From an optimization exercise on the open Yosys and OpenROAD flow, aimed at small area, a short achievable clock period and few clock cycles per item; shortcuts taken in it are not production practice. Where RTL was checked, it was by simulation tests only, not by an equivalence proof against the original.

06-16:
==> flow/design.v (excerpt) <==
module fir_wrapper (
    input           wb_clk_i,
    input           wb_rst_i,
    input           wbs_stb_i,
    input           wbs_cyc_i,
    input           wbs_we_i,
    input   [3:0]   wbs_sel_i,
    input  [31:0]   wbs_dat_i,
    input  [31:0]   wbs_adr_i,
    output          wbs_ack_o,
    output [31:0]   wbs_dat_o
);
==> flow/config.mk <==
export PLATFORM = sky130hd
export DESIGN_NAME = fir_wrapper
export DESIGN_NICKNAME = fir_wrapper
export VERILOG_FILES = /design/flow/design.v
export SDC_FILE = /design/flow/constraint.sdc
export NUM_CORES = 4
export LEC_CHECK = 0
export CAP_MARGIN = 20
export CORE_MARGIN = 2
export CORE_UTILIZATION = 70
export CTS_CLUSTER_SIZE = 30
export SLEW_MARGIN = 20
export SYNTH_HIERARCHICAL = 1
export SYNTH_MINIMUM_KEEP_SIZE = 0
export SETUP_SLACK_MARGIN = 6.5
==> flow/constraint.sdc <==
create_clock -name core_clock -period 10.0 [get_ports {wb_clk_i}]
set_input_delay 2.0000 -clock core_clock [delete_from_list [all_inputs] [get_ports {wb_clk_i}]]
set_output_delay 2.0000 -clock core_clock [all_outputs]
set_load 0.01 [all_outputs]
standard.sh (not shown) runs the stock make flow with config.mk's settings and CLKGATE_MAP_FILE= SYNTH_SCRIPT=/design/flow/synth_recipe.tcl, a recipe that flattens the netlist after the stock synthesis.
==> flow/flow/run.sh <==
#!/bin/bash
set -e
cp standard.sh standard.sh.log
cp config.mk config.mk.orig.log
echo "export SETUP_SLACK_MARGIN = 6.5" >> config.mk
bash standard.sh > standard.log 2>&1
Testbench counts of 06-16, summed over its fixed seeds: cycles 5,120, items 1,280.
What 11-11 does differently from 06-16 at the input level:
--- a/flow/design.v
+++ b/flow/design.v
@@ -23,55 +23,57 @@
   reg        ack_r, init_r, act;
   reg  [1:0] ph;
   reg  [3:0] icnt;
   assign wbs_ack_o = ack_r;
   wire p0 = (ph == 2'd0);
   wire p1 = (ph == 2'd1);
   wire p3 = (ph == 2'd3);
   wire a_x   =  wbs_we_i &  wbs_adr_i[7];                   
-  wire a_y   = ~wbs_we_i &  wbs_adr_i[7];                   
-  wire a_ctl =  wbs_we_i & ~wbs_adr_i[7] & ~wbs_adr_i[6];   
-  wire a_st  = ~wbs_we_i & ~wbs_adr_i[7];                   
-  wire a_h   =  wbs_we_i & ~wbs_adr_i[7] &  wbs_adr_i[6];   
-  wire [3:0] kt;    
-  assign kt[0] = (wbs_adr_i[5:2] <= 4'd2);
-  assign kt[1] = (wbs_adr_i[5:2] >= 4'd3) & (wbs_adr_i[5:2] <= 4'd5);
-  assign kt[2] = (wbs_adr_i[5:2] >= 4'd6) & (wbs_adr_i[5:2] <= 4'd8);
-  assign kt[3] = (wbs_adr_i[5:2] >= 4'd9);
-  wire h_ok  = (kt[0] & p3) | (kt[1] & p0) | (kt[2] & p1) | (kt[3] & (ph == 2'd2));
-  wire a_go  = (a_x & p3) | ((a_y | a_ctl) & p1) | a_st | (a_h & h_ok);
+  reg        pend_r, ctl_r, st_r, h_r;
+  reg  [3:0] kt_r;    
+  reg  [2:0] kj_r;    
+  wire [3:0] ka = wbs_adr_i[5:2];
+  always @(posedge wb_clk_i) begin
+    ctl_r <=  wbs_we_i & ~wbs_adr_i[7] & ~wbs_adr_i[6];      
+    st_r  <= ~wbs_we_i & ~wbs_adr_i[7];                      
+    h_r   <=  wbs_we_i & ~wbs_adr_i[7] &  wbs_adr_i[6];      
+    kt_r  <= {ka >= 4'd9, (ka >= 4'd6) & (ka <= 4'd8), (ka >= 4'd3) & (ka <= 4'd5), ka <= 4'd2};
+    kj_r  <= {(ka == 4'd2) | (ka == 4'd5) | (ka == 4'd8),
+              (ka == 4'd1) | (ka == 4'd4) | (ka == 4'd7) | (ka == 4'd10),
+              (ka == 4'd0) | (ka == 4'd3) | (ka == 4'd6) | (ka == 4'd9)};
+  end
+  wire h_ok  = (kt_r[0] & p3) | (kt_r[1] & p0) | (kt_r[2] & p1) | (kt_r[3] & (ph == 2'd2));
+  wire a_go  = (wbs_adr_i[7] & (wbs_we_i ? p3 : p1))
+             | (pend_r & ((ctl_r & p1) | st_r | (h_r & h_ok)));
   always @(posedge wb_clk_i or posedge wb_rst_i) begin
     if (wb_rst_i) begin
-      ack_r <= 1'b0; init_r <= 1'b1; act <= 1'b0;
+      ack_r <= 1'b0; init_r <= 1'b1; act <= 1'b0; pend_r <= 1'b0;
       ph <= 2'd0; icnt <= 4'd0;
     end else begin
       ph <= ph + 2'd1;
       ack_r <= req & ~ack_r & ~init_r & a_go;
+      pend_r <= req & ~ack_r;
       if (p3) begin
         act  <= init_r | take;
         if (init_r) icnt <= icnt + 4'd1;
         if (icnt == 4'd12) init_r <= 1'b0;
       end
     end
   end
   reg [3:0] mask_r;
   always @(posedge wb_clk_i) begin
     mask_r[0] <= wbs_adr_i[7];
     mask_r[1] <= wbs_adr_i[2];
     mask_r[2] <= wbs_adr_i[7] & wbs_adr_i[2];
     mask_r[3] <= wbs_adr_i[7] | wbs_adr_i[2];
   end
-  wire [2:0] kj;    
-  assign kj[0] = (wbs_adr_i[5:2] == 4'd0) | (wbs_adr_i[5:2] == 4'd3) | (wbs_adr_i[5:2] == 4'd6) | (wbs_adr_i[5:2] == 4'd9);
-  assign kj[1] = (wbs_adr_i[5:2] == 4'd1) | (wbs_adr_i[5:2] == 4'd4) | (wbs_adr_i[5:2] == 4'd7) | (wbs_adr_i[5:2] == 4'd10);
-  assign kj[2] = (wbs_adr_i[5:2] == 4'd2) | (wbs_adr_i[5:2] == 4'd5) | (wbs_adr_i[5:2] == 4'd8);
   reg [2:0] hw;
   always @(posedge wb_clk_i)
-    hw <= {3{req & ~ack_r & ~init_r & a_h & h_ok}} & kj;
+    hw <= {3{req & ~ack_r & ~init_r & pend_r & h_r & h_ok}} & kj_r;
   wire take = p3 & req & a_x;
   wire hold = ~p3;
   wire [32:0] xe = {wbs_dat_i, 1'b0};
   reg [15:0] bone, btwo, bneg;
   integer d;
   always @(posedge wb_clk_i)
     if (!hold)
       for (d = 0; d < 16; d = d + 1) begin
==> notes.md <==
11-11 ended up with bone[0] as its worst setup path startpoint; 06-16 ended up with mask_r[1].
Delta (11-11 minus 06-16): number of ordinary and repair buffers in the finished layout went down about 0.46%, clock tree buffer count of the final layout dropped about 7%, CTS sink count has increased, final standard cell area without fillers higher.
Diff 11-11..06-16 | worst-case clock buffer depth | unchanged
For 11-11, only the layout was checked, not whether the RTL still works.

## what the ideal ports hide
How much do the figures lean on ideal ports? The routed layouts below were timed once more, with nothing changed but the port constraints. Step 1 assumes that a clkbuf_16 drives the clock port and a buf_2 every other input. Step 2 moves the port delays by t, midway between the first and last clock arrival at a register: inputs arrive t later, outputs are due t later. That takes back most of the time a late clock gives input paths. Slacks: no drivers / after step 1 / after step 2; pairs: no drivers / after step 1.
run	t, ns	setup slack, ns	pins driven straight from the clock port
06-16	0.770	6.418 / 6.345 / 6.000	1
11-11	0.760	6.452 / 6.452 / 6.139	1
After both steps setup and hold are still met in every run listed. The setup slack of 06-16, which loses most, moves by -0.073 ns with the drivers and by -0.418 ns with both steps.
